What follows belongs to an exercise in optimizing a design on an open flow for small area and a short achievable clock period; a production flow would make more cautious choices. At most, simulation tests tie the RTL to the original design; equivalence was not proved. Function not checked in run 1: the RTL went through the layout flow alone. No activity file was given, so power comes from the tool's default toggle rates.

[design/flow/constraint.sdc]
create_clock -name core_clock -period 5.3 [get_ports {clk}]
set_input_delay 1.0600 -clock core_clock [delete_from_list [all_inputs] [get_ports {clk}]]
set_output_delay 1.0600 -clock core_clock [all_outputs]
set_load 0.01 [all_outputs]
[design/flow/config.mk]
export PLATFORM = sky130hd
export DESIGN_NAME = fp_mul
export DESIGN_NICKNAME = fp_mul
export VERILOG_FILES = /design/flow/design.v
export SDC_FILE = /design/flow/constraint.sdc
export NUM_CORES = 4
export LEC_CHECK = 0
export CAP_MARGIN = 20
export CORE_MARGIN = 2
export CORE_UTILIZATION = 40
export SETUP_SLACK_MARGIN = 2.2
export SLEW_MARGIN = 20
export SYNTH_HIERARCHICAL = 1
export SYNTH_MINIMUM_KEEP_SIZE = 0
export TNS_END_PERCENT = 10
[design/flow/design.v]
module fp1(a, one, two, neg, rx, ry);
input wire [10:0] a;
input wire [5:0] one, two;
input wire [4:0] neg;
wire [4:0] nneg = ~neg;
output wire [20:0] rx, ry;
wire pp_0_0;
wire pp_0_1;
wire pp_0_2;
wire pp_0_3;
wire pp_0_4;
wire pp_0_5;
wire pp_0_6;
wire pp_0_7;
wire pp_0_8;
wire pp_0_9;
wire pp_0_10;
wire pp_0_11;
wire pp_1_0;
wire pp_1_1;
wire pp_1_2;
wire pp_1_3;
wire pp_1_4;
wire pp_1_5;
wire pp_1_6;
wire pp_1_7;
wire pp_1_8;
wire pp_1_9;
wire pp_1_10;
wire pp_1_11;
wire pp_2_0;
wire pp_2_1;
wire pp_2_2;
wire pp_2_3;
wire pp_2_4;
wire pp_2_5;
wire pp_2_6;
wire pp_2_7;
wire pp_2_8;
wire pp_2_9;
wire pp_2_10;
wire pp_2_11;
wire pp_3_0;
wire pp_3_1;
wire pp_3_2;
wire pp_3_3;
wire pp_3_4;
wire pp_3_5;
wire pp_3_6;
wire pp_3_7;
wire pp_3_8;
wire pp_3_9;
wire pp_3_10;
wire pp_3_11;
wire pp_4_0;
wire pp_4_1;
wire pp_4_2;
wire pp_4_3;
wire pp_4_4;
wire pp_4_5;
wire pp_4_6;
wire pp_4_7;
wire pp_4_8;
wire pp_4_9;
wire pp_4_10;
wire pp_4_11;
wire pp_5_0;
wire pp_5_1;
wire pp_5_2;
wire pp_5_3;
wire pp_5_4;
wire pp_5_5;
wire pp_5_6;
wire pp_5_7;
wire pp_5_8;
wire pp_5_9;
wire pp_5_10;
wire hs0;
wire hc0;
wire hs1;
wire hc1;
wire hs2;
wire hc2;
wire fs0;
wire fc0;
wire hs3;
wire hc3;
wire fs1;
wire fc1;
wire hs4;
wire hc4;
wire fs2;
wire fc2;
wire fs3;
wire fc3;
wire hs5;
wire hc5;
wire fs4;
wire fc4;
wire fs5;
wire fc5;
wire hs6;
wire hc6;
wire fs6;
wire fc6;
wire fs7;
wire fc7;
wire fs8;
wire fc8;
wire hs7;
wire hc7;
wire fs9;
wire fc9;
wire fs10;
wire fc10;
wire fs11;
wire fc11;
wire fs12;
wire fc12;
wire fs13;
wire fc13;
wire fs14;
wire fc14;
wire fs15;
wire fc15;
wire fs16;
wire fc16;
wire fs17;
wire fc17;
wire fs18;
wire fc18;
wire fs19;
wire fc19;
wire fs20;
wire fc20;
wire fs21;
wire fc21;
wire fs22;
wire fc22;
wire fs23;
wire fc23;
wire fs24;
wire fc24;
wire fs25;
wire fc25;
wire fs26;
wire fc26;
wire fs27;
wire fc27;
wire fs28;
wire fc28;
wire fs29;
wire fc29;
wire fs30;
wire fc30;
wire fs31;
wire fc31;
wire pp_2_11_n;
wire fs32;
wire fc32;
wire fs33;
wire fc33;
wire fs34;
wire fc34;
wire fs35;
wire fc35;
wire fs36;
wire fc36;
wire fs37;
wire fc37;
wire pp_3_11_n;
wire fs38;
wire fc38;
wire fs39;
wire fc39;
wire fs40;
wire fc40;
wire fs41;
wire fc41;
wire pp_4_11_n;
wire fs42;
wire fc42;
wire fs43;
wire fc43;
assign pp_0_0 = (one[0] & a[0]) ^ neg[0];
assign pp_0_1 = ((one[0] & a[1]) | (two[0] & a[0])) ^ neg[0];
assign pp_0_2 = ((one[0] & a[2]) | (two[0] & a[1])) ^ neg[0];
assign pp_0_3 = ((one[0] & a[3]) | (two[0] & a[2])) ^ neg[0];
assign pp_0_4 = ((one[0] & a[4]) | (two[0] & a[3])) ^ neg[0];
assign pp_0_5 = ((one[0] & a[5]) | (two[0] & a[4])) ^ neg[0];
assign pp_0_6 = ((one[0] & a[6]) | (two[0] & a[5])) ^ neg[0];
assign pp_0_7 = ((one[0] & a[7]) | (two[0] & a[6])) ^ neg[0];
assign pp_0_8 = ((one[0] & a[8]) | (two[0] & a[7])) ^ neg[0];
assign pp_0_9 = ((one[0] & a[9]) | (two[0] & a[8])) ^ neg[0];
assign pp_0_10 = ((one[0] & a[10]) | (two[0] & a[9])) ^ neg[0];
assign pp_0_11 = (two[0] & a[10]) ^ neg[0];
assign pp_1_0 = (one[1] & a[0]) ^ neg[1];
assign pp_1_1 = ((one[1] & a[1]) | (two[1] & a[0])) ^ neg[1];
assign pp_1_2 = ((one[1] & a[2]) | (two[1] & a[1])) ^ neg[1];
assign pp_1_3 = ((one[1] & a[3]) | (two[1] & a[2])) ^ neg[1];
assign pp_1_4 = ((one[1] & a[4]) | (two[1] & a[3])) ^ neg[1];
assign pp_1_5 = ((one[1] & a[5]) | (two[1] & a[4])) ^ neg[1];
assign pp_1_6 = ((one[1] & a[6]) | (two[1] & a[5])) ^ neg[1];
assign pp_1_7 = ((one[1] & a[7]) | (two[1] & a[6])) ^ neg[1];
assign pp_1_8 = ((one[1] & a[8]) | (two[1] & a[7])) ^ neg[1];
assign pp_1_9 = ((one[1] & a[9]) | (two[1] & a[8])) ^ neg[1];
assign pp_1_10 = ((one[1] & a[10]) | (two[1] & a[9])) ^ neg[1];
assign pp_1_11 = (two[1] & a[10]) ^ neg[1];
assign pp_2_0 = (one[2] & a[0]) ^ neg[2];
assign pp_2_1 = ((one[2] & a[1]) | (two[2] & a[0])) ^ neg[2];
assign pp_2_2 = ((one[2] & a[2]) | (two[2] & a[1])) ^ neg[2];
assign pp_2_3 = ((one[2] & a[3]) | (two[2] & a[2])) ^ neg[2];
assign pp_2_4 = ((one[2] & a[4]) | (two[2] & a[3])) ^ neg[2];
assign pp_2_5 = ((one[2] & a[5]) | (two[2] & a[4])) ^ neg[2];
assign pp_2_6 = ((one[2] & a[6]) | (two[2] & a[5])) ^ neg[2];
assign pp_2_7 = ((one[2] & a[7]) | (two[2] & a[6])) ^ neg[2];
assign pp_2_8 = ((one[2] & a[8]) | (two[2] & a[7])) ^ neg[2];
assign pp_2_9 = ((one[2] & a[9]) | (two[2] & a[8])) ^ neg[2];
assign pp_2_10 = ((one[2] & a[10]) | (two[2] & a[9])) ^ neg[2];
assign pp_2_11 = (two[2] & a[10]) ^ neg[2];
assign pp_3_0 = (one[3] & a[0]) ^ neg[3];
assign pp_3_1 = ((one[3] & a[1]) | (two[3] & a[0])) ^ neg[3];
assign pp_3_2 = ((one[3] & a[2]) | (two[3] & a[1])) ^ neg[3];
assign pp_3_3 = ((one[3] & a[3]) | (two[3] & a[2])) ^ neg[3];
assign pp_3_4 = ((one[3] & a[4]) | (two[3] & a[3])) ^ neg[3];
assign pp_3_5 = ((one[3] & a[5]) | (two[3] & a[4])) ^ neg[3];
assign pp_3_6 = ((one[3] & a[6]) | (two[3] & a[5])) ^ neg[3];
assign pp_3_7 = ((one[3] & a[7]) | (two[3] & a[6])) ^ neg[3];
assign pp_3_8 = ((one[3] & a[8]) | (two[3] & a[7])) ^ neg[3];
assign pp_3_9 = ((one[3] & a[9]) | (two[3] & a[8])) ^ neg[3];
assign pp_3_10 = ((one[3] & a[10]) | (two[3] & a[9])) ^ neg[3];
assign pp_3_11 = (two[3] & a[10]) ^ neg[3];
assign pp_4_0 = (one[4] & a[0]) ^ neg[4];
assign pp_4_1 = ((one[4] & a[1]) | (two[4] & a[0])) ^ neg[4];
assign pp_4_2 = ((one[4] & a[2]) | (two[4] & a[1])) ^ neg[4];
assign pp_4_3 = ((one[4] & a[3]) | (two[4] & a[2])) ^ neg[4];
assign pp_4_4 = ((one[4] & a[4]) | (two[4] & a[3])) ^ neg[4];
assign pp_4_5 = ((one[4] & a[5]) | (two[4] & a[4])) ^ neg[4];
assign pp_4_6 = ((one[4] & a[6]) | (two[4] & a[5])) ^ neg[4];
assign pp_4_7 = ((one[4] & a[7]) | (two[4] & a[6])) ^ neg[4];
assign pp_4_8 = ((one[4] & a[8]) | (two[4] & a[7])) ^ neg[4];
assign pp_4_9 = ((one[4] & a[9]) | (two[4] & a[8])) ^ neg[4];
assign pp_4_10 = ((one[4] & a[10]) | (two[4] & a[9])) ^ neg[4];
assign pp_4_11 = (two[4] & a[10]) ^ neg[4];
assign pp_5_0 = (one[5] & a[0]);
assign pp_5_1 = ((one[5] & a[1]) | (two[5] & a[0]));
assign pp_5_2 = ((one[5] & a[2]) | (two[5] & a[1]));
assign pp_5_3 = ((one[5] & a[3]) | (two[5] & a[2]));
assign pp_5_4 = ((one[5] & a[4]) | (two[5] & a[3]));
assign pp_5_5 = ((one[5] & a[5]) | (two[5] & a[4]));
assign pp_5_6 = ((one[5] & a[6]) | (two[5] & a[5]));
assign pp_5_7 = ((one[5] & a[7]) | (two[5] & a[6]));
assign pp_5_8 = ((one[5] & a[8]) | (two[5] & a[7]));
assign pp_5_9 = ((one[5] & a[9]) | (two[5] & a[8]));
assign pp_5_10 = ((one[5] & a[10]) | (two[5] & a[9]));
ha_c u_h0(.a(neg[1]), .b(pp_0_2), .s(hs0), .co(hc0));
ha_c u_h1(.a(pp_0_3), .b(pp_1_1), .s(hs1), .co(hc1));
ha_c u_h2(.a(neg[2]), .b(pp_0_4), .s(hs2), .co(hc2));
fa_c u_f0(.a(pp_2_0), .b(pp_1_2), .c(hc1), .s(fs0), .co(fc0));
ha_c u_h3(.a(pp_0_5), .b(pp_1_3), .s(hs3), .co(hc3));
fa_c u_f1(.a(hc2), .b(pp_2_1), .c(hs3), .s(fs1), .co(fc1));
ha_c u_h4(.a(neg[3]), .b(pp_0_6), .s(hs4), .co(hc4));
fa_c u_f2(.a(pp_2_2), .b(pp_1_4), .c(pp_3_0), .s(fs2), .co(fc2));
fa_c u_f3(.a(hs4), .b(hc3), .c(fs2), .s(fs3), .co(fc3));
ha_c u_h5(.a(pp_0_7), .b(pp_1_5), .s(hs5), .co(hc5));
fa_c u_f4(.a(pp_3_1), .b(pp_2_3), .c(hc4), .s(fs4), .co(fc4));
fa_c u_f5(.a(fc2), .b(hs5), .c(fs4), .s(fs5), .co(fc5));
ha_c u_h6(.a(neg[4]), .b(pp_0_8), .s(hs6), .co(hc6));
fa_c u_f6(.a(pp_2_4), .b(pp_1_6), .c(pp_3_2), .s(fs6), .co(fc6));
fa_c u_f7(.a(hc5), .b(pp_4_0), .c(hs6), .s(fs7), .co(fc7));
fa_c u_f8(.a(fc4), .b(fs6), .c(fs7), .s(fs8), .co(fc8));
ha_c u_h7(.a(pp_0_9), .b(pp_1_7), .s(hs7), .co(hc7));
fa_c u_f9(.a(pp_3_3), .b(pp_2_5), .c(pp_4_1), .s(fs9), .co(fc9));
fa_c u_f10(.a(hs7), .b(hc6), .c(fc6), .s(fs10), .co(fc10));
fa_c u_f11(.a(fc7), .b(fs9), .c(fs10), .s(fs11), .co(fc11));
fa_c u_f12(.a(pp_1_8), .b(pp_0_10), .c(pp_2_6), .s(fs12), .co(fc12));
fa_c u_f13(.a(pp_4_2), .b(pp_3_4), .c(pp_5_0), .s(fs13), .co(fc13));
fa_c u_f14(.a(fc9), .b(hc7), .c(fs12), .s(fs14), .co(fc14));
fa_c u_f15(.a(fc10), .b(fs13), .c(fs14), .s(fs15), .co(fc15));
fa_c u_f16(.a(pp_1_9), .b(pp_0_11), .c(pp_2_7), .s(fs16), .co(fc16));
fa_c u_f17(.a(pp_4_3), .b(pp_3_5), .c(pp_5_1), .s(fs17), .co(fc17));
fa_c u_f18(.a(fc13), .b(fc12), .c(fs16), .s(fs18), .co(fc18));
fa_c u_f19(.a(fc14), .b(fs17), .c(fs18), .s(fs19), .co(fc19));
fa_c u_f20(.a(pp_1_10), .b(neg[0]), .c(pp_2_8), .s(fs20), .co(fc20));
fa_c u_f21(.a(pp_4_4), .b(pp_3_6), .c(pp_5_2), .s(fs21), .co(fc21));
fa_c u_f22(.a(fc17), .b(fc16), .c(fs20), .s(fs22), .co(fc22));
fa_c u_f23(.a(fc18), .b(fs21), .c(fs22), .s(fs23), .co(fc23));
fa_c u_f24(.a(pp_1_11), .b(neg[0]), .c(pp_2_9), .s(fs24), .co(fc24));
fa_c u_f25(.a(pp_4_5), .b(pp_3_7), .c(pp_5_3), .s(fs25), .co(fc25));
fa_c u_f26(.a(fc21), .b(fc20), .c(fs24), .s(fs26), .co(fc26));
fa_c u_f27(.a(fc22), .b(fs25), .c(fs26), .s(fs27), .co(fc27));
fa_c u_f28(.a(nneg[0]), .b(nneg[1]), .c(pp_2_10), .s(fs28), .co(fc28));
fa_c u_f29(.a(pp_4_6), .b(pp_3_8), .c(pp_5_4), .s(fs29), .co(fc29));
fa_c u_f30(.a(fc24), .b(fs28), .c(fc25), .s(fs30), .co(fc30));
fa_c u_f31(.a(fc26), .b(fs29), .c(fs30), .s(fs31), .co(fc31));
assign pp_2_11_n = ~pp_2_11;
fa_c u_f32(.a(pp_4_7), .b(pp_3_9), .c(pp_5_5), .s(fs32), .co(fc32));
fa_c u_f33(.a(fc28), .b(pp_2_11_n), .c(fc29), .s(fs33), .co(fc33));
fa_c u_f34(.a(fs33), .b(fs32), .c(fc30), .s(fs34), .co(fc34));
fa_c u_f35(.a(pp_3_10), .b(nneg[2]), .c(pp_4_8), .s(fs35), .co(fc35));
fa_c u_f36(.a(pp_2_11), .b(pp_5_6), .c(fc32), .s(fs36), .co(fc36));
fa_c u_f37(.a(fc33), .b(fs35), .c(fs36), .s(fs37), .co(fc37));
assign pp_3_11_n = ~pp_3_11;
fa_c u_f38(.a(pp_5_7), .b(pp_4_9), .c(pp_3_11_n), .s(fs38), .co(fc38));
fa_c u_f39(.a(fs38), .b(fc35), .c(fc36), .s(fs39), .co(fc39));
fa_c u_f40(.a(pp_4_10), .b(nneg[3]), .c(pp_5_8), .s(fs40), .co(fc40));
fa_c u_f41(.a(fc38), .b(pp_3_11), .c(fs40), .s(fs41), .co(fc41));
assign pp_4_11_n = ~pp_4_11;
fa_c u_f42(.a(pp_4_11_n), .b(pp_5_9), .c(fc40), .s(fs42), .co(fc42));
fa_c u_f43(.a(pp_5_10), .b(nneg[4]), .c(pp_4_11), .s(fs43), .co(fc43));
assign rx = {fs43, fs42, fs41, fs39, fs37, fs34, fc27, fc23, fc19, fc15, fc11, fc8, fc5, fc3, fc1, fc0, hs2, hc0, pp_1_0, pp_0_1, neg[0]};
assign ry = {fc42, fc41, fc39, fc37, fc34, fc31, fs31, fs27, fs23, fs19, fs15, fs11, fs8, fs5, fs3, fs1, fs0, hs1, hs0, 1'b0, pp_0_0};
endmodule
module fa_c(a, b, c, s, co);
input wire a, b, c;
output wire s, co;
assign s = a ^ b ^ c;
assign co = (a & b) | (c & (a ^ b));
endmodule
module ha_c(a, b, s, co);
input wire a, b;
output wire s, co;
assign s = a ^ b;
assign co = a & b;
endmodule
module ha1_c(a, b, s, co);
input wire a, b;
output wire s, co;
assign s = ~(a ^ b);
assign co = a | b;
endmodule
module fp2(s, e, sign, fp_result, under, over);
input wire [20:9] s;
input wire [4:0] e;
input wire sign;
output wire [15:0] fp_result;
output wire under, over;
wire [4:0] e_inc = e + 5'd1;
wire u0 = e > 5'd24;
wire u1 = (e > 5'd23) && (e != 5'd31);    
wire [4:0] te = s[20] ? e : e_inc;
wire [10:0] ts = s[20] ? s[19:9] : s[20:10];
assign fp_result = {sign, te[3:0], ts};
assign under = s[20] ? u0 : u1;
assign over = te[4];
endmodule
module fp_mul(clk, op1, op2, result, under, over);
input wire clk;
input wire [15:0] op1, op2;
output wire [15:0] result;
output wire under, over;
wire [13:0] bx = {2'b00, op2[10:0], 1'b0};
wire [5:0] one_d, two_d;
wire [4:0] neg_d;
genvar i;
generate for (i = 0; i < 6; i = i + 1) begin : g_booth
	assign one_d[i] = bx[2*i+1] ^ bx[2*i];
	assign two_d[i] = (bx[2*i+2] & ~bx[2*i+1] & ~bx[2*i]) | (~bx[2*i+2] & bx[2*i+1] & bx[2*i]);
	if (i < 5) begin : g_neg
		assign neg_d[i] = bx[2*i+2];
	end
end endgenerate
reg [10:0] sa;
reg [5:0] bone, btwo;
reg [4:0] bneg;
reg [4:0] e1;
reg sg1;
always @(posedge clk)
begin
	sa <= op1[10:0];
	bone <= one_d;
	btwo <= two_d;
	bneg <= neg_d;
	e1 <= {1'b0, op1[14:11]} + {1'b0, op2[14:11]} - 5'd7;
	sg1 <= op1[15] ^ op2[15];
end
wire [20:0] rx, ry;
fp1 stage1(.a(sa), .one(bone), .two(btwo), .neg(bneg), .rx(rx), .ry(ry));
wire [20:0] px = rx, py = ry;
wire [20:0] p, g;
wire q1, q2, q3, q4, q5, q6, q7, q8, q9, q10, q11, q12, q13, q14, q15, q16, q17, q18, q19, q20, q21, q22, q23, q24, q25, q26, q27, q28, q29, q30, q31, q32, q33, q34, q35, q36, q37, q38, q39, q40, q41, q42, q43, q44, q45, q46, q47, q48, q49, q50, q51, q52, q53, q54;
ha_c u_pg0(.a(px[0]), .b(py[0]), .s(p[0]), .co(g[0]));
assign p[1] = px[1];
assign g[1] = 1'b0;
ha_c u_pg2(.a(px[2]), .b(py[2]), .s(p[2]), .co(g[2]));
ha_c u_pg3(.a(px[3]), .b(py[3]), .s(p[3]), .co(g[3]));
ha_c u_pg4(.a(px[4]), .b(py[4]), .s(p[4]), .co(g[4]));
ha_c u_pg5(.a(px[5]), .b(py[5]), .s(p[5]), .co(g[5]));
ha_c u_pg6(.a(px[6]), .b(py[6]), .s(p[6]), .co(g[6]));
ha_c u_pg7(.a(px[7]), .b(py[7]), .s(p[7]), .co(g[7]));
ha_c u_pg8(.a(px[8]), .b(py[8]), .s(p[8]), .co(g[8]));
ha_c u_pg9(.a(px[9]), .b(py[9]), .s(p[9]), .co(g[9]));
ha_c u_pg10(.a(px[10]), .b(py[10]), .s(p[10]), .co(g[10]));
ha_c u_pg11(.a(px[11]), .b(py[11]), .s(p[11]), .co(g[11]));
ha_c u_pg12(.a(px[12]), .b(py[12]), .s(p[12]), .co(g[12]));
ha_c u_pg13(.a(px[13]), .b(py[13]), .s(p[13]), .co(g[13]));
ha_c u_pg14(.a(px[14]), .b(py[14]), .s(p[14]), .co(g[14]));
ha_c u_pg15(.a(px[15]), .b(py[15]), .s(p[15]), .co(g[15]));
ha_c u_pg16(.a(px[16]), .b(py[16]), .s(p[16]), .co(g[16]));
ha_c u_pg17(.a(px[17]), .b(py[17]), .s(p[17]), .co(g[17]));
ha_c u_pg18(.a(px[18]), .b(py[18]), .s(p[18]), .co(g[18]));
ha_c u_pg19(.a(px[19]), .b(py[19]), .s(p[19]), .co(g[19]));
ha_c u_pg20(.a(px[20]), .b(py[20]), .s(p[20]), .co(g[20]));
assign q1 = p[1] & g[0];
pg_c u_q2(.gh(g[3]), .ph(p[3]), .gl(g[2]), .pl(p[2]), .g(q2), .p(q3));
pg_c u_q4(.gh(g[5]), .ph(p[5]), .gl(g[4]), .pl(p[4]), .g(q4), .p(q5));
pg_c u_q6(.gh(g[7]), .ph(p[7]), .gl(g[6]), .pl(p[6]), .g(q6), .p(q7));
g_c u_q8(.gh(g[2]), .ph(p[2]), .gl(q1), .g(q8));
g_c u_q9(.gh(q2), .ph(q3), .gl(q1), .g(q9));
pg_c u_q10(.gh(g[6]), .ph(p[6]), .gl(q4), .pl(q5), .g(q10), .p(q11));
pg_c u_q12(.gh(q6), .ph(q7), .gl(q4), .pl(q5), .g(q12), .p(q13));
g_c u_q14(.gh(g[4]), .ph(p[4]), .gl(q9), .g(q14));
g_c u_q15(.gh(q4), .ph(q5), .gl(q9), .g(q15));
g_c u_q16(.gh(q10), .ph(q11), .gl(q9), .g(q16));
g_c u_q17(.gh(q12), .ph(q13), .gl(q9), .g(q17));
g_c u_q18(.gh(g[8]), .ph(p[8]), .gl(q17), .g(q18));
gt2_c u_q19(.x1(px[10]), .y1(py[10]), .x0(px[9]), .y0(py[9]), .g(q19), .t(q20));
gt2_c u_q21(.x1(px[12]), .y1(py[12]), .x0(px[11]), .y0(py[11]), .g(q21), .t(q22));
mj_c u_q23(.a(px[11]), .b(py[11]), .c(q19), .m(q23));
assign q26 = px[9] & py[9];
xr_c u_q27(.a(px[9]), .b(py[9]), .y(q27));
xr_c u_q28(.a(px[10]), .b(py[10]), .y(q28));
xr_c u_q29(.a(px[11]), .b(py[11]), .y(q29));
xr_c u_q30(.a(px[12]), .b(py[12]), .y(q30));
wire [3:0] bs0 = {q30 ^ q23, q29 ^ q19, q28 ^ q26, q27};
g_c u_q24(.gh(q21), .ph(q22), .gl(q19), .g(q24));
assign q25 = q22 & q20;
gt2_c u_q31(.x1(px[14]), .y1(py[14]), .x0(px[13]), .y0(py[13]), .g(q31), .t(q32));
gt2_c u_q33(.x1(px[16]), .y1(py[16]), .x0(px[15]), .y0(py[15]), .g(q33), .t(q34));
mj_c u_q35(.a(px[15]), .b(py[15]), .c(q31), .m(q35));
assign q38 = px[13] & py[13];
xr_c u_q39(.a(px[13]), .b(py[13]), .y(q39));
xr_c u_q40(.a(px[14]), .b(py[14]), .y(q40));
xr_c u_q41(.a(px[15]), .b(py[15]), .y(q41));
xr_c u_q42(.a(px[16]), .b(py[16]), .y(q42));
wire [3:0] bs1 = {q42 ^ q35, q41 ^ q31, q40 ^ q38, q39};
g_c u_q36(.gh(q33), .ph(q34), .gl(q31), .g(q36));
assign q37 = q34 & q32;
gt2_c u_q43(.x1(px[18]), .y1(py[18]), .x0(px[17]), .y0(py[17]), .g(q43), .t(q44));
gt2_c u_q45(.x1(px[20]), .y1(py[20]), .x0(px[19]), .y0(py[19]), .g(q45), .t(q46));
mj_c u_q47(.a(px[19]), .b(py[19]), .c(q43), .m(q47));
assign q50 = px[17] & py[17];
xr_c u_q51(.a(px[17]), .b(py[17]), .y(q51));
xr_c u_q52(.a(px[18]), .b(py[18]), .y(q52));
xr_c u_q53(.a(px[19]), .b(py[19]), .y(q53));
xr_c u_q54(.a(px[20]), .b(py[20]), .y(q54));
wire [3:0] bs2 = {q54 ^ q47, q53 ^ q43, q52 ^ q50, q51};
assign q49 = q51 & q52 & q53;
reg hc;
reg [3:0] bs0r;
reg [3:0] bs1r;
reg bg1;
reg bp1;
reg [3:0] bs2r;
reg bt;
reg c1r;
reg [4:0] e2;
reg sg2;
always @(posedge clk)
begin
	hc <= q18;
	bs0r <= bs0;
	bs1r <= bs1;
	bg1 <= q36;
	bp1 <= q37;
	bs2r <= bs2;
	bt <= q49;
	c1r <= q24 | (q25 & q18);
	e2 <= e1;
	sg2 <= sg1;
end
wire c0 = hc;
wire c1 = c1r;
wire c2 = bg1 | (bp1 & c1);
wire [3:0] bi0 = bs0r + c0;
wire [3:0] bi1 = bs1r + c1;
wire [3:0] bi2 = bs2r + c2;
wire s20 = bs2r[3] ^ (c2 & bt);
wire [20:9] s = {s20, bi2[2:0], bi1, bi0};
fp2 stage2(.s(s), .e(e2), .sign(sg2), .fp_result(result), .under(under), .over(over));
endmodule
module gt2_c(x1, y1, x0, y0, g, t);
input wire x1, y1, x0, y0;
output wire g, t;
assign g = (x1 & y1) | ((x1 | y1) & x0 & y0);
assign t = (x1 | y1) & (x0 | y0);
endmodule
module mj_c(a, b, c, m);
input wire a, b, c;
output wire m;
assign m = (a & b) | ((a | b) & c);
endmodule
module xr_c(a, b, y);
input wire a, b;
output wire y;
assign y = a ^ b;
endmodule
module pg_c(gh, ph, gl, pl, g, p);
input wire gh, ph, gl, pl;
output wire g, p;
assign g = gh | (ph & gl);
assign p = ph & pl;
endmodule
module g_c(gh, ph, gl, g);
input wire gh, ph, gl;
output wire g;
assign g = gh | (ph & gl);
endmodule
[design/flow/standard.sh]
#!/bin/bash
# synth_recipe.tcl (not shown) runs the flow's synth.tcl, then flattens the netlist and writes it again
# the make line also repeats each setting of config.mk as NAME=value (left out here)
make -C /OpenROAD-flow-scripts/flow DESIGN_CONFIG=/design/flow/config.mk WORK_HOME=/design/flow/orfs CLKGATE_MAP_FILE= SYNTH_SCRIPT=/design/flow/synth_recipe.tcl "${@:-finish}"
[design/flow/flow/run.sh]
#!/bin/bash
# The standard layout (the standard.sh) with changes: plain buf_1
# cells as the input and output port buffers instead of the ones
# buffer_ports picks, clock tree synthesis without dummy load cells,
# and the ORFS settings below.
export BUFFER_PORTS_ARGS="-buffer_cell sky130_fd_sc_hd__buf_1"
export CTS_ARGS="-sink_clustering_enable -repair_clock_nets -buf_list sky130_fd_sc_hd__clkbuf_8 -dont_use_dummy_load"
export SETUP_MOVE_SEQUENCE="unbuffer,sizeup,swap"
bash standard.sh > standard.log 2>&1
==> metrics.yaml, run 1 <==
placed_design:
  gp_congestion: 0.8718
  dp.cells: 629
  portBuffers: 50
  preCtsSetupSlack_ns: 1.856
  hpwl_microns: 6939
synthesis:
  synth_cells: 484
  syn_area_per_cell_sq_um: 10.72
  ys_warn_count: 7
  synthesis.area_sq_um: 5186
  syn-num-nets: 595
setup_path:
  cpMostUsedCell: "fa_1"
  end_kind: "flop"
  cp_num_buf_inv: 0
  cp.arrival_ns: 3.35
  cpPeakStageDelay_ns: 0.51
  crit_chain: "a22oi_1 -> xnor2_1 -> fa_1 -> fa_1 -> fa_1 -> a31oi_1 -> nor2_1 -> maj3_2 -> xor2_1"
  crit_path_top_delay_cell: "fa_1"
  crit_family: "adder cells"
  path_class: "flop to flop"
  worstReg2RegStart: "sa[8]$_DFF_P_"
  cp_data_required_time_ns: 5.50
  crit_start: "sa[8]$_DFF_P_"
  start_kind: "flop"
  path_max_fanout: 12
final_layout:
  final_cells: 638
  synthToLayoutAreaGrowth_pct: 1.255
  final_nets: 579
  antenna_cells: 0
  drive_gt1_frac: 0.1695
  utilization: 0.4161
timing:
  clock_skew_ns: 0.01937
  finalSetupTns_ns: 0
  rsz0062_at_grt: "yes"
  fin_crit_sh: 0.5950
  setup_viol: 0
  max_freq_mhz: 317.1
  period_needed_ns: 3.153
  hold_viol: 0
  maxSlewViolCount: 0
  relSlewSlack: 0.5922
  tightest_slew_ns: 0.6117
  finalWorstSetupSlack_ns: 2.147
pwr:
  p_seq_frac: 0.236
  p_leak_nw: 2.096
  power_density_nw_per_um2: 524.9
  sw_frac_of_total: 0.4080
  combPwrFrac: 0.661
  power_switching_mw: 1.124
  ir_worst_vdd_v: 0.0002341
  internal_power_mw: 1.632
  p_clk_frac: 0.103
global_route:
  grt_antenna_before_repair: 0
  grt_max_degree: 19
  grt.total_usage: 0.1363
  first_global_vias: 3278
  grt_pass1_wl_microns: 15480
  overflow: 0
floorplanning:
  core_sq_um: 12620
  start_util: 0.4110
  die_y_microns: 117.9
  die_w_microns: 117.9
  ios: 51
  num_rows: 41
  dieArea_sq_um: 13890
outcome:
  status: "timing/DRC/antenna clean"
clock_network:
  path_clk_slew_ns: 0.06
  h-tree-depth: 3
  cts_tree: "built"
  cts_buffers: 9
  worstSkewPairLatency_ns: 0.33
  clkSinkCount: 57
  clockRootBuffer: "clkbuf_8"
  clk_path_buf_depth: 2
  hold_buffers: 0
routing:
  wl_met3_microns: 430
  via_per_inst: 4.934
  wl_per_cell_microns: 14.02
  highest_layer: "met4"
  route.detailed.drc: 0
  routed-wl-met2_microns: 4127
  route.vias.total: 3148
  drt_first_pass_iters: 4
  drtAntennaViolNets: 0
  wl_met1_microns: 4266
  first_iter_violations: 142
  wl_microns: 8946
min_path:
  hp-class: "flop to flop"
  hp-start: "e1[4]$_DFF_P_"
flow_run:
  maxCapViolations: 0
## area by class of cell
cell class | instances | area (sq um)
clock buffers | 9 | 123.9
flip-flops and latches | 57 | 1234
well taps | 172 | 215.2
multi-input cells | 332 | 3423
repair buffers | 50 | 187.7
inverters | 18 | 67.56
fillers | 1265 | 7368
## cell usage in the layout, fill, tap and decap left out, types with 3 or more instances in the layout
cell	n
a21o_1	11
a21oi_1	4
a22o_1	8
a22oi_1	40
a22oi_2	10
a31oi_1	5
and2_1	7
buf_1	50
clkbuf_8	9
dfxtp_1	31
dfxtp_4	24
fa_1	43
ha_1	31
inv_1	18
maj3_2	3
mux2_2	7
mux2_4	5
nand2_1	14
nand2b_1	5
nand3_1	3
nand3b_1	4
nor2_1	6
o21ai_0	4
o22a_2	4
xnor2_1	71
xor2_1	27
## metrics by stage
stage	instance area [sq um]	hold slack, ns	total power [mW]
after CTS	5200	0.3295	2.780
after global routing	5251	0.3327	3.047
after floorplan	5234	0.3096	2.349
after detailed placement	4996	0.3165	2.465
after global placement	4996	0.3132	2.432
final	5251	0.3275	2.756
## what timing repair did
| item | CTS | global route |
|---|---|---|
| gates resized for setup | 41 | 16 |
| pin swaps | 0 | 7 |
| setup buffers | 0 | 0 |
| endpoints found under the setup margin | 25 | 21 |
## path summary, 6_finish.rpt
path | end | slack (ns) | cells after the start
worst max register to register | bs0r[3]$_DFF_P_ | 2.15 | 9
worst max-delay path | bs0r[3]$_DFF_P_ | 2.15 | 9
worst min-delay path | e2[4]$_DFF_P_ | 0.33 | 0
worst min register to register | e2[4]$_DFF_P_ | 0.33 | 0
## worst reg2reg max path: cells and delay by family, from the launching register on
family | cells | cell delay (ns)
XOR/XNOR | 2 | 0.46
flip-flops | 1 | 0.44
AND/OR/NAND/NOR | 1 | 0.09
adder cells (fa/ha/maj) | 4 | 1.76
AO/OA/AOI/OAI | 2 | 0.29
## routing by layer
| layer | up-vias | GRT usage |
|---|---|---|
| li1 | 1544 | - |
| met1 | 1514 | 0.1753 |
| met2 | 79 | 0.2253 |
| met3 | 11 | 0.03246 |
| met4 | 0 | 0.04518 |
| met5 | - | 0 |
## power groups by stage
stage	logic, mW	clock network [mW]	registers, mW
after floorplan	1.75	0	0.598
after global placement	1.78	0	0.656
after detailed placement	1.81	0	0.657
after CTS	1.83	0.299	0.650
after global routing	2.07	0.316	0.664
final	1.82	0.284	0.650
## state kept, by name (all words and copies together) (netlist names)
register and flops:
c1r 1, bs2r 4, e1 5, sg2 1, bone 6, bneg 5
bg1 1, btwo 6, sg1 1, e2 5, hc 1, sa 11
bt 1, bs0r 4, bp1 1, bs1r 4
==> inputs of run 2 (changes only) <==
--- a/design/flow/design.v
+++ b/design/flow/design.v
@@ -450,2 +450,4 @@
 reg [3:0] bs0r;
+reg bg0;
+reg bp0;
 reg [3:0] bs1r;
@@ -455,3 +457,2 @@
 reg bt;
-reg c1r;
 reg [4:0] e2;
@@ -462,2 +463,4 @@
 	bs0r <= bs0;
+	bg0 <= q24;
+	bp0 <= q25;
 	bs1r <= bs1;
@@ -467,3 +470,2 @@
 	bt <= q49;
-	c1r <= q24 | (q25 & q18);
 	e2 <= e1;
@@ -472,3 +474,3 @@
 wire c0 = hc;
-wire c1 = c1r;
+wire c1 = bg0 | (bp0 & c0);
 wire c2 = bg1 | (bp1 & c1);
--- a/design/flow/flow/run.sh
+++ b/design/flow/flow/run.sh
@@ -7,3 +7,3 @@
 export CTS_ARGS="-sink_clustering_enable -repair_clock_nets -buf_list sky130_fd_sc_hd__clkbuf_8 -dont_use_dummy_load"
-export SETUP_MOVE_SEQUENCE="unbuffer,sizeup,swap"
+export SETUP_MOVE_SEQUENCE="unbuffer,sizeup,swap,buffer"
 bash standard.sh > standard.log 2>&1
==> run 2 against run 1 <==
Net effect: flip-flop and latch count up 1; total power is 3.8% higher; area after synthesis rose by 0.72%; register-to-register slack improved by 0.06 ns; worst setup slack gained 0.060 ns; synthesized cell count up 0.83%; via count up 2.4%; largest cell class unchanged.
==> metrics.yaml, run 2 <==
outcome:
  status: "timing/DRC/antenna clean"  # unchanged
placed_design:
  portBuffers: 50  # unchanged
  gp_congestion: 0.9012  # was 0.8718
  hpwl_microns: 7149  # was 6939 microns
timing:
  relSlewSlack: 0.7186  # was 0.5922
  maxSlewViolCount: 0  # unchanged
  period_needed_ns: 3.093  # was 3.153 ns
  rsz0062_at_grt: "yes"  # unchanged
  tightest_slew_ns: 0.4215  # was 0.6117 ns
  max_freq_mhz: 323.3  # was 317.1 MHz
  finalSetupTns_ns: 0  # unchanged
  hold_viol: 0  # unchanged
  holdWs_ns: 0.3208  # was 0.3275 ns
  setup_viol: 0  # unchanged
  fin_crit_sh: 0.5837  # was 0.5950
  clock_skew_ns: 0.009497  # was 0.01937 ns
pwr:
  internal_power_mw: 1.703  # was 1.632 mW
  p_clk_frac: 0.099  # was 0.103
  p_leak_nw: 2.209  # was 2.096 nW
  power_switching_mw: 1.158  # was 1.124 mW
  combPwrFrac: 0.668  # was 0.661
  power_density_nw_per_um2: 523.1  # was 524.9 nW/um^2
  sw_frac_of_total: 0.4047  # was 0.4080
  p_seq_frac: 0.233  # was 0.236
  ir_worst_vdd_v: 0.0002008  # was 0.0002341 V
routing:
  route.vias.total: 3225  # was 3148
  drtAntennaViolNets: 0  # unchanged
  via_per_inst: 4.901  # was 4.934
  route.detailed.drc: 0  # unchanged
  wl_microns: 9225  # was 8946 microns
  drt_first_pass_iters: 4  # unchanged
  wl_per_cell_microns: 14.02  # about the same
  first_iter_violations: 202  # was 142
setup_path:
  end_kind: "flop"  # unchanged
  cp.arrival_ns: 3.28  # was 3.35 ns
  path_class: "flop to flop"  # unchanged
  cp_data_required_time_ns: 5.49  # was 5.50 ns
  r2r_setup_slack_ns: 2.21  # was 2.15 ns
  path_max_fanout: 7  # was 12
  start_kind: "flop"  # unchanged
final_layout:
  synthToLayoutAreaGrowth_pct: 4.671  # was 1.255%
  largest_register_ffs: 11  # unchanged
  mostFrequentLayoutCell: "xnor2_1"  # unchanged
  top_register: "sa"  # unchanged
  reg_top3: "sa: 11 flops, bone: 6 flops, btwo: 6 flops"  # unchanged
  drive_gt1_frac: 0.2160  # was 0.1695
  fillers: 1240  # was 1265
  final_cell_mix: "xnor2_1 (68), buf_1 (50), a22oi_1 (38), fa_1 (36), ha_1 (33)"  # was xnor2_1 (71), buf_1 (50), fa_1 (43), a22oi_1 (40)
  antenna_cells: 0  # unchanged
  final_nets: 599  # was 579
synthesis:
  syn-num-nets: 599  # was 595
  syn_area_per_cell_sq_um: 10.70  # was 10.72 sq um
  synth_cells: 488  # was 484
  synthesis.area_sq_um: 5224  # was 5186 sq um
  ys_warn_count: 7  # unchanged
floorplanning:
  core_sq_um: 12670  # was 12620 sq um
  start_util: 0.4123  # was 0.4110
  ios: 51  # unchanged
  die_w_microns: 118.3  # was 117.9 microns
  num_rows: 41  # unchanged
  dieArea_sq_um: 13990  # was 13890 sq um
  die_y_microns: 118.3  # was 117.9 microns
clock_network:
  clkSinkCount: 58  # was 57
  path_clk_slew_ns: 0.06  # about the same
  clk_path_buf_depth: 2  # unchanged
  cts_tree: "built"  # unchanged
  worstSkewPairLatency_ns: 0.31  # was 0.33 ns
  h-tree-depth: 3  # unchanged
  hold_buffers: 0  # unchanged
  clockRootBuffer: "clkbuf_8"  # unchanged
  cts_buffers: 9  # unchanged
global_route:
  grt.total_usage: 0.1369  # was 0.1363
  grt_max_degree: 18  # was 19
  grt_antenna_before_repair: 0  # unchanged
  overflow: 0  # unchanged
  grt_pass1_wl_microns: 15790  # was 15480 microns
  first_global_vias: 3343  # was 3278
min_path:
  hp-class: "flop to flop"  # unchanged
flow_run:
  maxCapViolations: 0  # unchanged
-- run 2: worst paths after layout --
| path | start | cells after the start | end |
|---|---|---|---|
| max reg2reg | sa[9]$_DFF_P_ | 9 | bs1r[3]$_DFF_P_ |
| min | e1[1]$_DFF_P_ | 0 | e2[1]$_DFF_P_ |
| min reg2reg | e1[1]$_DFF_P_ | 0 | e2[1]$_DFF_P_ |
| max | sa[9]$_DFF_P_ | 9 | bs1r[3]$_DFF_P_ |
-- run 2: layout make-up --
class | count | area [sq um] | area share
Sequential cell | 58 | 1259 | 0.2302
Tap cell | 172 | 215.2 | 0.03936
Multi-Input combinational cell | 335 | 3482 | 0.6368
Clock buffer | 9 | 123.9 | 0.02265
Timing Repair Buffer | 66 | 320.3 | 0.05858
Inverter | 18 | 67.56 | 0.01236
-- run 2: stage by stage --
stage               power (mW)  setup slack [ns]    util  instances  area, sq um
finish                   2.860             2.207  0.4315        658         5468
global route             3.164             2.094  0.4315        658         5468
CTS                      2.815             2.132  0.4205        653         5328
detailed placement       2.461             1.845  0.3949        633         5004
global placement         2.430             1.880  0.3949        633         5004
floorplan                2.338             2.203       -        488         5234
-- run 2: critical path: stages, from the launching register on --
cell and delay [ns]:
dfxtp_4 0.38, a22oi_2 0.24, xnor2_2 0.15, fa_1 0.47, fa_1 0.54, fa_2 0.48
a31oi_2 0.17, nor2_2 0.08, maj3_2 0.31, xor2_1 0.16
-- run 2: layer usage --
layer	track usage	vias to the layer above	wire (microns)
met5	0	-	0
met4	0.02711	0	46
met3	0.02992	4	404
met2	0.2298	83	4389
met1	0.1814	1538	4384
li1	-	1600	-
-- run 2: what timing repair did --
item,CTS,global route
endpoints found under the hold margin,0,0
pin swaps,4,11
cloned,0,0
buffers inserted,11,5
endpoints found under the setup margin,26,5
resized for setup,47,28
-- run 2: power by group through the flow --
stage	Clock (mW)	Sequential (mW)	Combinational (mW)
after floorplan	0	0.615	1.72
after global placement	0	0.675	1.76
after detailed placement	0	0.676	1.79
after CTS	0.296	0.668	1.85
after global routing	0.317	0.682	2.17
final	0.284	0.667	1.91
==> inputs of run 3 (changes only) <==
--- a/design/flow/flow/run.sh
+++ b/design/flow/flow/run.sh
@@ -7,3 +7,3 @@
 export CTS_ARGS="-sink_clustering_enable -repair_clock_nets -buf_list sky130_fd_sc_hd__clkbuf_8 -dont_use_dummy_load"
-export SETUP_MOVE_SEQUENCE="unbuffer,sizeup,swap,buffer"
+export SETUP_MOVE_SEQUENCE="unbuffer,sizeup,swap,clone"
 bash standard.sh > standard.log 2>&1
--- a/design/flow/config.mk
+++ b/design/flow/config.mk
@@ -10,3 +10,3 @@
 export CORE_UTILIZATION = 40
-export SETUP_SLACK_MARGIN = 2.2
+export SETUP_SLACK_MARGIN = 2.0
 export SLEW_MARGIN = 20
==> run 3 against run 2 <==
Net effect: die area stayed put; hold slack improved by 0.0048 ns; sequential power grew 2%; first-iteration DRC count rose by 16%; flip-flop and latch count unchanged; clock skew is 0.0018 ns higher; non-clock buffer count is 16 lower; critical path type unchanged; critical endpoint unchanged.
==> metrics.yaml, run 3 <==
outcome:
  status: "timing/DRC/antenna clean"  # unchanged
setup_path:
  start_kind: "flop"  # unchanged
  cpPeakStageDelay_ns: 0.58  # was 0.54 ns
  crit_chain: "a22oi_1 -> xnor2_1 -> fa_1 -> fa_1 -> fa_1 -> a31oi_1 -> nor2_2 -> maj3_2 -> xor2_1"  # was a22oi_2 -> xnor2_2 -> fa_1 -> fa_1 -> fa_2 -> a31oi_2 -> nor2_2 -> maj3_2 -> xor2_1
  crit_family: "adder cells"  # unchanged
  path_class: "flop to flop"  # unchanged
  cp.arrival_ns: 3.40  # was 3.28 ns
  cpMostUsedCell: "fa_1"  # unchanged
  cp_data_required_time_ns: 5.50  # was 5.49 ns
  cp_num_buf_inv: 0  # unchanged
  crit_path_top_delay_cell: "fa_1"  # unchanged
  end_kind: "flop"  # unchanged
  path_max_fanout: 12  # was 7
floorplanning:
  die_y_microns: 118.3  # unchanged
  ios: 51  # unchanged
  die_w_microns: 118.3  # unchanged
  dieArea_sq_um: 13990  # unchanged
  start_util: 0.4123  # unchanged
  num_rows: 41  # unchanged
  core_sq_um: 12670  # unchanged
routing:
  route.vias.total: 3227  # was 3225
  first_iter_violations: 235  # was 202
  wl_per_cell_microns: 14.31  # was 14.02 microns
  wl_microns: 9202  # was 9225 microns
  drtAntennaViolNets: 0  # unchanged
  route.detailed.drc: 0  # unchanged
  via_per_inst: 5.019  # was 4.901
  drt_first_pass_iters: 4  # unchanged
global_route:
  grt_max_degree: 19  # was 18
  grt.total_usage: 0.1376  # was 0.1369
  grt_antenna_before_repair: 0  # unchanged
  grt_pass1_wl_microns: 15760  # was 15790 microns
  overflow: 0  # unchanged
  first_global_vias: 3262  # was 3343
timing:
  hold_viol: 0  # unchanged
  finalSetupTns_ns: 0  # unchanged
  tightest_slew_ns: 0.4513  # was 0.4215 ns
  holdWs_ns: 0.3256  # was 0.3208 ns
  period_needed_ns: 3.202  # was 3.093 ns
  clock_skew_ns: 0.01130  # was 0.009497 ns
  max_freq_mhz: 312.3  # was 323.3 MHz
  relSlewSlack: 0.6991  # was 0.7186
  setup_viol: 0  # unchanged
  fin_crit_sh: 0.6041  # was 0.5837
  maxSlewViolCount: 0  # unchanged
  rsz0062_at_grt: "yes"  # unchanged
clock_network:
  path_clk_slew_ns: 0.06  # about the same
  h-tree-depth: 3  # unchanged
  hold_buffers: 0  # unchanged
  cts_setup_buffers: 0  # was 11
  cts_buffers: 9  # unchanged
  clkSinkCount: 58  # unchanged
  cts_tree: "built"  # unchanged
  clockRootBuffer: "clkbuf_8"  # unchanged
  worstSkewPairLatency_ns: 0.32  # was 0.31 ns
  clk_path_buf_depth: 2  # unchanged
pwr:
  p_leak_nw: 2.109  # was 2.209 nW
  ir_worst_vdd_v: 0.0002682  # was 0.0002008 V
  power_density_nw_per_um2: 529.4  # was 523.1 nW/um^2
placed_design:
  portBuffers: 50  # unchanged
  gp_congestion: 0.8643  # was 0.9012
  hpwl_microns: 7148  # was 7149 microns
  placed_area_sq_um: 5000  # was 5004 sq um
final_layout:
  final_cell_area_sq_um: 5220  # was 5468 sq um
  top_register: "sa"  # unchanged
  largest_register_ffs: 11  # unchanged
  final_cell_mix: "xnor2_1 (72), buf_1 (50), fa_1 (45), a22oi_1 (45), ha_1 (33)"  # was xnor2_1 (68), buf_1 (50), a22oi_1 (38), fa_1 (36), ha_1 (33)
  final_nets: 584  # was 599
  synthToLayoutAreaGrowth_pct: -0.07179  # was 4.671%
  drive_gt1_frac: 0.1444  # was 0.2160
  mostFrequentLayoutCell: "xnor2_1"  # unchanged
  reg_top3: "sa: 11 flops, bone: 6 flops, btwo: 6 flops"  # unchanged
  antenna_cells: 0  # unchanged
synthesis:
  synth_cells: 488  # unchanged
  syn-num-nets: 599  # unchanged
  syn_area_per_cell_sq_um: 10.70  # unchanged
  synthesis.area_sq_um: 5224  # unchanged
  ys_warn_count: 7  # unchanged
flow_run:
  maxCapViolations: 0  # unchanged
min_path:
  hp-class: "flop to flop"  # unchanged
run 3: worst reg2reg max path, delay by kind of cell (launching register included):
| family | cells | cell delay [ns] |
|---|---|---|
| AOI/OAI and AO/OA | 2 | 0.39 |
| xor gates and xnor gates | 2 | 0.32 |
| adders and majority gates | 4 | 1.82 |
| DFF | 1 | 0.48 |
| and+or+nand+nor | 1 | 0.08 |
run 3: report_power, final:
part / switching (mW) / internal (mW)
clock network: 0.138 / 0.150
registers: 0.112 / 0.566
logic: 0.894 / 0.903
run 3: per-stage QoR:
stage / setup slack (ns) / instances / util / power (mW)
after floorplan: 2.115 / 488 / - / 2.337
after global placement: 1.868 / 633 / 0.3946 / 2.421
after detailed placement: 1.822 / 633 / 0.3946 / 2.462
after CTS: 1.934 / 642 / 0.4071 / 2.775
after global routing: 1.925 / 643 / 0.4120 / 3.038
final: 2.098 / 643 / 0.4120 / 2.764
run 3: metal layers:
metal | vias up | part of all wire | track usage
met3 | 12 | 0.048 | 0.02944
met4 | 0 | 0.013 | 0.03765
met5 | - | 0 | 0
li1 | 1568 | - | -
met2 | 88 | 0.48 | 0.2251
met1 | 1559 | 0.46 | 0.1835
run 3: area by class of cell:
class	count	area, sq um
well taps	172	215.2
repair buffers	50	187.7
clock buffers	9	123.9
flip-flops and latches	58	1214
inverters	18	67.56
multi-input cells	336	3412
fillers	1239	7451
run 3: path summary, 6_finish.rpt:
kind | from | end | slack [ns] | cells after the start
worst max-delay path | sa[2]$_DFF_P_ | bs1r[3]$_DFF_P_ | 2.10 | 9
worst min-delay path | e1[1]$_DFF_P_ | e2[1]$_DFF_P_ | 0.33 | 0
worst max register to register | sa[2]$_DFF_P_ | bs1r[3]$_DFF_P_ | 2.10 | 9
worst min register to register | e1[1]$_DFF_P_ | e2[1]$_DFF_P_ | 0.33 | 0
run 3: repair_timing:
item / CTS / global route
gates resized for setup: 20 / 18
endpoints found under the setup margin: 20 / 17
pin swaps: 0 / 1
gates cloned: 0 / 1
==> inputs of run 4 (changes only) <==
--- a/design/flow/flow/run.sh
+++ b/design/flow/flow/run.sh
@@ -7,3 +7,3 @@
 export CTS_ARGS="-sink_clustering_enable -repair_clock_nets -buf_list sky130_fd_sc_hd__clkbuf_8 -dont_use_dummy_load"
-export SETUP_MOVE_SEQUENCE="unbuffer,sizeup,swap,clone"
+
 bash standard.sh > standard.log 2>&1
==> run 4 against run 3 <==
Net effect: critical path depth unchanged; largest power group unchanged; still clean; via count down 0.93%; highest routed layer unchanged; critical path type unchanged; area after synthesis unchanged.
==> metrics.yaml, run 4 <==
timing:
  tightest_slew_ns: 0.4516  # was 0.4513 ns
  finalSetupTns_ns: 0  # unchanged
  relSlewSlack: 0.6989  # was 0.6991
  period_needed_ns: 3.235  # was 3.202 ns
  clock_skew_ns: 0.009328  # was 0.01130 ns
  holdWs_ns: 0.3256  # unchanged
  max_freq_mhz: 309.2  # was 312.3 MHz
  rsz0062_at_grt: "yes"  # unchanged
  maxSlewViolCount: 0  # unchanged
  setup_viol: 0  # unchanged
  hold_viol: 0  # unchanged
  fin_crit_sh: 0.6103  # was 0.6041
floorplanning:
  num_rows: 41  # unchanged
  die_w_microns: 118.3  # unchanged
  start_util: 0.4123  # unchanged
  core_sq_um: 12670  # unchanged
  die_y_microns: 118.3  # unchanged
  ios: 51  # unchanged
  dieArea_sq_um: 13990  # unchanged
routing:
  via_per_inst: 4.972  # was 5.019
  drtAntennaViolNets: 0  # unchanged
  wl_microns: 9083  # was 9202 microns
  wl_per_cell_microns: 14.13  # was 14.31 microns
  first_iter_violations: 220  # was 235
  route.detailed.drc: 0  # unchanged
  drt_first_pass_iters: 4  # unchanged
  route.vias.total: 3197  # was 3227
placed_design:
  hpwl_microns: 7148  # unchanged
  placed_area_sq_um: 5000  # unchanged
  portBuffers: 50  # unchanged
  gp_congestion: 0.8643  # unchanged
  dp.cells: 633  # unchanged
setup_path:
  cp_data_required_time_ns: 5.50  # about the same
  crit_start: "sa[2]$_DFF_P_"  # unchanged
  cp.arrival_ns: 3.43  # was 3.40 ns
  path_max_fanout: 12  # unchanged
  end_kind: "flop"  # unchanged
  worstReg2RegStart: "sa[2]$_DFF_P_"  # unchanged
  path_class: "flop to flop"  # unchanged
  start_kind: "flop"  # unchanged
pwr:
  p_leak_nw: 2.110  # was 2.109 nW
  power_density_nw_per_um2: 530.9  # was 529.4 nW/um^2
  ir_worst_vdd_v: 0.0002644  # was 0.0002682 V
  power_mw: 2.765  # was 2.764 mW
final_layout:
  reg_top3: "sa: 11 flops, bone: 6 flops, btwo: 6 flops"  # unchanged
  final_cells: 643  # unchanged
  final_cell_mix: "xnor2_1 (72), buf_1 (50), fa_1 (45), a22oi_1 (45), ha_1 (33)"  # unchanged
  top_register: "sa"  # unchanged
  synthToLayoutAreaGrowth_pct: -0.3115  # was -0.07179%
  antenna_cells: 0  # unchanged
  mostFrequentLayoutCell: "xnor2_1"  # unchanged
  final_cell_area_sq_um: 5207  # was 5220 sq um
  final_nets: 584  # unchanged
  drive_gt1_frac: 0.1423  # was 0.1444
  largest_register_ffs: 11  # unchanged
synthesis:
  synthesis.area_sq_um: 5224  # unchanged
  syn_area_per_cell_sq_um: 10.70  # unchanged
  synth_cells: 488  # unchanged
  ys_warn_count: 7  # unchanged
  syn-num-nets: 599  # unchanged
clock_network:
  cts_buffers: 9  # unchanged
  cts_tree: "built"  # unchanged
  clockRootBuffer: "clkbuf_8"  # unchanged
  hold_buffers: 0  # unchanged
  path_clk_slew_ns: 0.06  # about the same
  clk_path_buf_depth: 2  # unchanged
  worstSkewPairLatency_ns: 0.32  # about the same
  clkSinkCount: 58  # unchanged
  h-tree-depth: 3  # unchanged
global_route:
  first_global_vias: 3262  # unchanged
  grt.total_usage: 0.1376  # unchanged
  grt_antenna_before_repair: 0  # unchanged
  grt_pass1_wl_microns: 15760  # unchanged
  overflow: 0  # unchanged
  grt_max_degree: 19  # unchanged
min_path:
  hp-class: "flop to flop"  # unchanged
  hp-start: "e1[1]$_DFF_P_"  # unchanged
flow_run:
  maxCapViolations: 0  # unchanged
outcome:
  status: "timing/DRC/antenna clean"  # unchanged
==> run 4: cell count changes in the layout (fill, tap and decap cells not counted), sizes merged <==
cell  previous run  this run
buf             50        51
xor2            29        28
==> run 4: worst max-delay path, cell delays in order (launching register included) <==
cell,delay (ns)
dfxtp_2,0.49
a22oi_1,0.16
xnor2_1,0.17
fa_1,0.47
fa_1,0.47
fa_1,0.58
a31oi_1,0.23
nor2_2,0.08
maj3_2,0.32
xor2_1,0.16
==> run 4: where the power goes <==
group	internal (mW)	switching, mW
clock	0.150	0.138
sequential	0.566	0.106
combinational	0.915	0.889
total	1.63	1.13
==> run 4: cell type report <==
class	count	area (sq um)
timing repair buffer	51	207.7
tap	172	215.2
clock buffer	9	123.9
fill	1240	7463
multi-input combinational	335	3382
inverter	18	67.56
sequential	58	1211
==> run 4: per-stage QoR <==
step / setup slack [ns] / utilization
2_1_floorplan: 2.115 / -
3_3_place_gp: 1.868 / 0.3946
3_5_place_dp: 1.822 / 0.3946
4_1_cts: 1.934 / 0.4071
5_1_grt: 1.922 / 0.4110
6_report: 2.065 / 0.4110
==> run 4: path summary, 6_finish.rpt <==
kind,endpoint,slack [ns],cells after the start
setup / recovery,bs1r[3]$_DFF_P_,2.07,9
hold / removal,e2[1]$_DFF_P_,0.33,0
setup reg to reg,bs1r[3]$_DFF_P_,2.07,9
hold reg to reg,e2[1]$_DFF_P_,0.33,0
==> run 4: timing repair <==
| action | CTS | global route |
|---|---|---|
| pin swaps | 0 | 1 |
| cloned | 0 | 0 |
| setup endpoints to repair | 20 | 17 |
| buffers inserted | 0 | 1 |
| gates resized for setup | 20 | 15 |
==> run 4: metal layers <==
metal | track usage | share of wire
met5 | 0 | 0
met2 | 0.2251 | 0.47
met4 | 0.03765 | 0.012
met1 | 0.1835 | 0.47
met3 | 0.02944 | 0.047
==> inputs of run 5 (changes only) <==
--- a/design/flow/flow/run.sh
+++ b/design/flow/flow/run.sh
@@ -7,3 +7,3 @@
 export CTS_ARGS="-sink_clustering_enable -repair_clock_nets -buf_list sky130_fd_sc_hd__clkbuf_8 -dont_use_dummy_load"
-
+export SETUP_MOVE_SEQUENCE="unbuffer,sizeup,swap"
 bash standard.sh > standard.log 2>&1
--- a/design/flow/config.mk
+++ b/design/flow/config.mk
@@ -10,3 +10,3 @@
 export CORE_UTILIZATION = 40
-export SETUP_SLACK_MARGIN = 2.0
+export SETUP_SLACK_MARGIN = 2.1
 export SLEW_MARGIN = 20
@@ -14,2 +14,2 @@
 export SYNTH_MINIMUM_KEEP_SIZE = 0
-export TNS_END_PERCENT = 10
+export TNS_END_PERCENT = 5
==> run 5 against run 4 <==
Net effect: critical path type unchanged; clock power about the same; final cell count decreased by 0.16%; critical path depth unchanged.
==> metrics.yaml, run 5 <==
setup_path:
  worstReg2RegStart: "sa[10]$_DFF_P_"  # was sa[2]$_DFF_P_
  cp_num_buf_inv: 0  # unchanged
  cpPeakStageDelay_ns: 0.53  # was 0.58 ns
  crit_path_top_delay_cell: "fa_2"  # was fa_1
  path_max_fanout: 11  # was 12
  end_kind: "flop"  # unchanged
  r2r_setup_slack_ns: 2.14  # was 2.07 ns
  rr_endpoint: "bs1r[3]$_DFF_P_"  # unchanged
  reg2reg_depth: 9  # unchanged
  crit_chain: "a22oi_2 -> xnor2_1 -> fa_1 -> fa_1 -> fa_2 -> a31oi_1 -> nor2_2 -> maj3_2 -> xor2_1"  # was a22oi_1 -> xnor2_1 -> fa_1 -> fa_1 -> fa_1 -> a31oi_1 -> nor2_2 -> maj3_2 -> xor2_1
  cp.arrival_ns: 3.36  # was 3.43 ns
  crit_family: "adder cells"  # unchanged
  start_kind: "flop"  # unchanged
  cp_data_required_time_ns: 5.50  # about the same
  cpMostUsedCell: "fa_1"  # unchanged
  path_class: "flop to flop"  # unchanged
floorplanning:
  die_w_microns: 118.3  # unchanged
  die_y_microns: 118.3  # unchanged
  num_rows: 41  # unchanged
  dieArea_sq_um: 13990  # unchanged
  start_util: 0.4123  # unchanged
  core_sq_um: 12670  # unchanged
  ios: 51  # unchanged
clock_network:
  clockRootBuffer: "clkbuf_8"  # unchanged
  clkSinkCount: 58  # unchanged
  path_clk_slew_ns: 0.06  # about the same
  h-tree-depth: 3  # unchanged
  cts_buffers: 9  # unchanged
  cts_tree: "built"  # unchanged
  worstSkewPairLatency_ns: 0.32  # about the same
  clk_path_buf_depth: 2  # unchanged
global_route:
  overflow: 0  # unchanged
  grt.total_usage: 0.1374  # was 0.1376
  first_global_vias: 3270  # was 3262
  grt_antenna_before_repair: 0  # unchanged
  grt_pass1_wl_microns: 15770  # was 15760 microns
  grt_max_degree: 19  # unchanged
routing:
  route.vias.total: 3210  # was 3197
  route.detailed.drc: 0  # unchanged
  wl_per_cell_microns: 14.23  # was 14.13 microns
  wl_microns: 9135  # was 9083 microns
  via_per_inst: 5.000  # was 4.972
  drt_first_pass_iters: 5  # was 4
  drtAntennaViolNets: 0  # unchanged
  first_iter_violations: 186  # was 220
final_layout:
  drive_gt1_frac: 0.1617  # was 0.1423
  antenna_cells: 0  # unchanged
  reg_top3: "sa: 11 flops, bone: 6 flops, btwo: 6 flops"  # unchanged
  fillers: 1242  # was 1240
  final_nets: 583  # was 584
  synthToLayoutAreaGrowth_pct: 0.8144  # was -0.3115%
  utilization: 0.4156  # was 0.4110
  largest_register_ffs: 11  # unchanged
  final_cell_mix: "xnor2_1 (72), buf_1 (49), fa_1 (42), a22oi_1 (41), ha_1 (33)"  # was xnor2_1 (72), buf_1 (50), fa_1 (45), a22oi_1 (45), ha_1 (33)
  top_register: "sa"  # unchanged
  mostFrequentLayoutCell: "xnor2_1"  # unchanged
timing:
  period_needed_ns: 3.160  # was 3.235 ns
  maxSlewViolCount: 0  # unchanged
  finalSetupTns_ns: 0  # unchanged
  setup_viol: 0  # unchanged
  fin_crit_sh: 0.5963  # was 0.6103
  rsz0062_at_grt: "yes"  # unchanged
  tightest_slew_ns: 0.6046  # was 0.4516 ns
  relSlewSlack: 0.5963  # was 0.6989
  max_freq_mhz: 316.4  # was 309.2 MHz
  clock_skew_ns: 0.01009  # was 0.009328 ns
  hold_viol: 0  # unchanged
pwr:
  power_density_nw_per_um2: 524.4  # was 530.9 nW/um^2
  p_leak_nw: 2.108  # was 2.110 nW
  ir_worst_vdd_v: 0.0002694  # was 0.0002644 V
placed_design:
  gp_congestion: 0.8643  # unchanged
  portBuffers: 50  # unchanged
  hpwl_microns: 7148  # unchanged
outcome:
  status: "timing/DRC/antenna clean"  # unchanged
min_path:
  whs_path_depth: 0  # unchanged
  hp-start: "e1[1]$_DFF_P_"  # unchanged
  hp-class: "flop to flop"  # unchanged
  holdPathEnd: "e2[1]$_DFF_P_"  # unchanged
synthesis:
  syn_area_per_cell_sq_um: 10.70  # unchanged
  syn-num-nets: 599  # unchanged
  synthesis.area_sq_um: 5224  # unchanged
  synth_cells: 488  # unchanged
  ys_warn_count: 7  # unchanged
flow_run:
  maxCapViolations: 0  # unchanged
-- run 5: worst max-delay path by stage --
stage,from,end,slack (ns),cells past startpoint
after floorplan,bneg[0]$_DFF_P_,bs1r[3]$_DFF_P_,2.12,11
after global placement,sa[2]$_DFF_P_,bs1r[3]$_DFF_P_,1.87,9
after detailed placement,bneg[4]$_DFF_P_,bs1r[3]$_DFF_P_,1.82,8
after CTS,sa[8]$_DFF_P_,bs0r[3]$_DFF_P_,2.09,9
after global routing,bg1$_DFF_P_,result[4],2.03,5
final,sa[10]$_DFF_P_,bs1r[3]$_DFF_P_,2.14,9
-- run 5: area by class of cell --
type | count | area (sq um) | area share
Clock buffer | 9 | 123.9 | 0.02352
Timing Repair Buffer | 50 | 188.9 | 0.03588
Tap cell | 172 | 215.2 | 0.04086
Sequential cell | 58 | 1254 | 0.2381
Multi-Input combinational cell | 335 | 3417 | 0.6488
Inverter | 18 | 67.56 | 0.01283
-- run 5: metal layers --
metal	vias up	GRT usage	share of wire	wire length (microns)
met5	-	0	0	0
met3	10	0.02944	0.052	475
met2	85	0.2247	0.48	4372
li1	1566	-	-	-
met1	1549	0.1832	0.46	4175
met4	0	0.03765	0.012	112
-- run 5: metrics by stage --
stage / worst slack (ns) / power (mW) / cell area [sq um] / std cells / hold slack, ns
floorplan: 2.115 / 2.337 / 5224 / 488 / 0.3096
global placement: 1.868 / 2.421 / 5000 / 633 / 0.3128
detailed placement: 1.822 / 2.462 / 5000 / 633 / 0.3121
CTS: 2.086 / 2.780 / 5185 / 642 / 0.3259
global route: 2.031 / 3.037 / 5266 / 642 / 0.3298
finish: 2.140 / 2.762 / 5266 / 642 / 0.3255
-- run 5: where the power goes --
group          total, mW  leakage, nW  switching [mW]  internal, mW
Clock              0.288       0.0647           0.137         0.150
Sequential         0.671        0.498           0.109         0.563
Combinational       1.80         1.55           0.891         0.912
Total               2.76         2.11            1.14          1.63
-- run 5: what timing repair did --
item                       in CTS  in global routing
setup endpoints to repair      24                 18
setup buffers                   0                  0
hold buffers                    0                  0
pin swaps                       0                  4
resized for setup              33                 29

==> what the ideal ports hide <==
In the flow no input, the clock included, has a driving cell. The finished layouts below were timed again as built, in two steps. Step 1: set_driving_cell puts a clkbuf_16 on clk and a buf_2 on each other input, an assumption about the parent block. Step 2 also shifts input and output timing later by t, the mid clock arrival at the registers, as if the neighbouring blocks saw the same clock. a / b / c = ideal / step 1 / step 2; a / b = the first two.
| run | t, ns | slack for setup (ns) | worst hold slack (ns) | clock arrival spread, ns |
|---|---|---|---|---|
| run 1 | 0.349 | 2.147 / 2.147 / 2.147 | 0.328 / 0.328 / 0.328 | 0.019 / 0.019 |
| run 2 | 0.340 | 2.207 / 2.207 / 2.207 | 0.321 / 0.321 / 0.321 | 0.012 / 0.012 |
| run 3 | 0.346 | 2.098 / 2.098 / 2.098 | 0.326 / 0.326 / 0.326 | 0.015 / 0.015 |
| run 4 | 0.346 | 2.065 / 2.065 / 2.065 | 0.326 / 0.326 / 0.326 | 0.011 / 0.011 |
| run 5 | 0.346 | 2.140 / 2.140 / 2.140 | 0.325 / 0.325 / 0.325 | 0.013 / 0.012 |
After both steps every run listed still meets setup and hold.
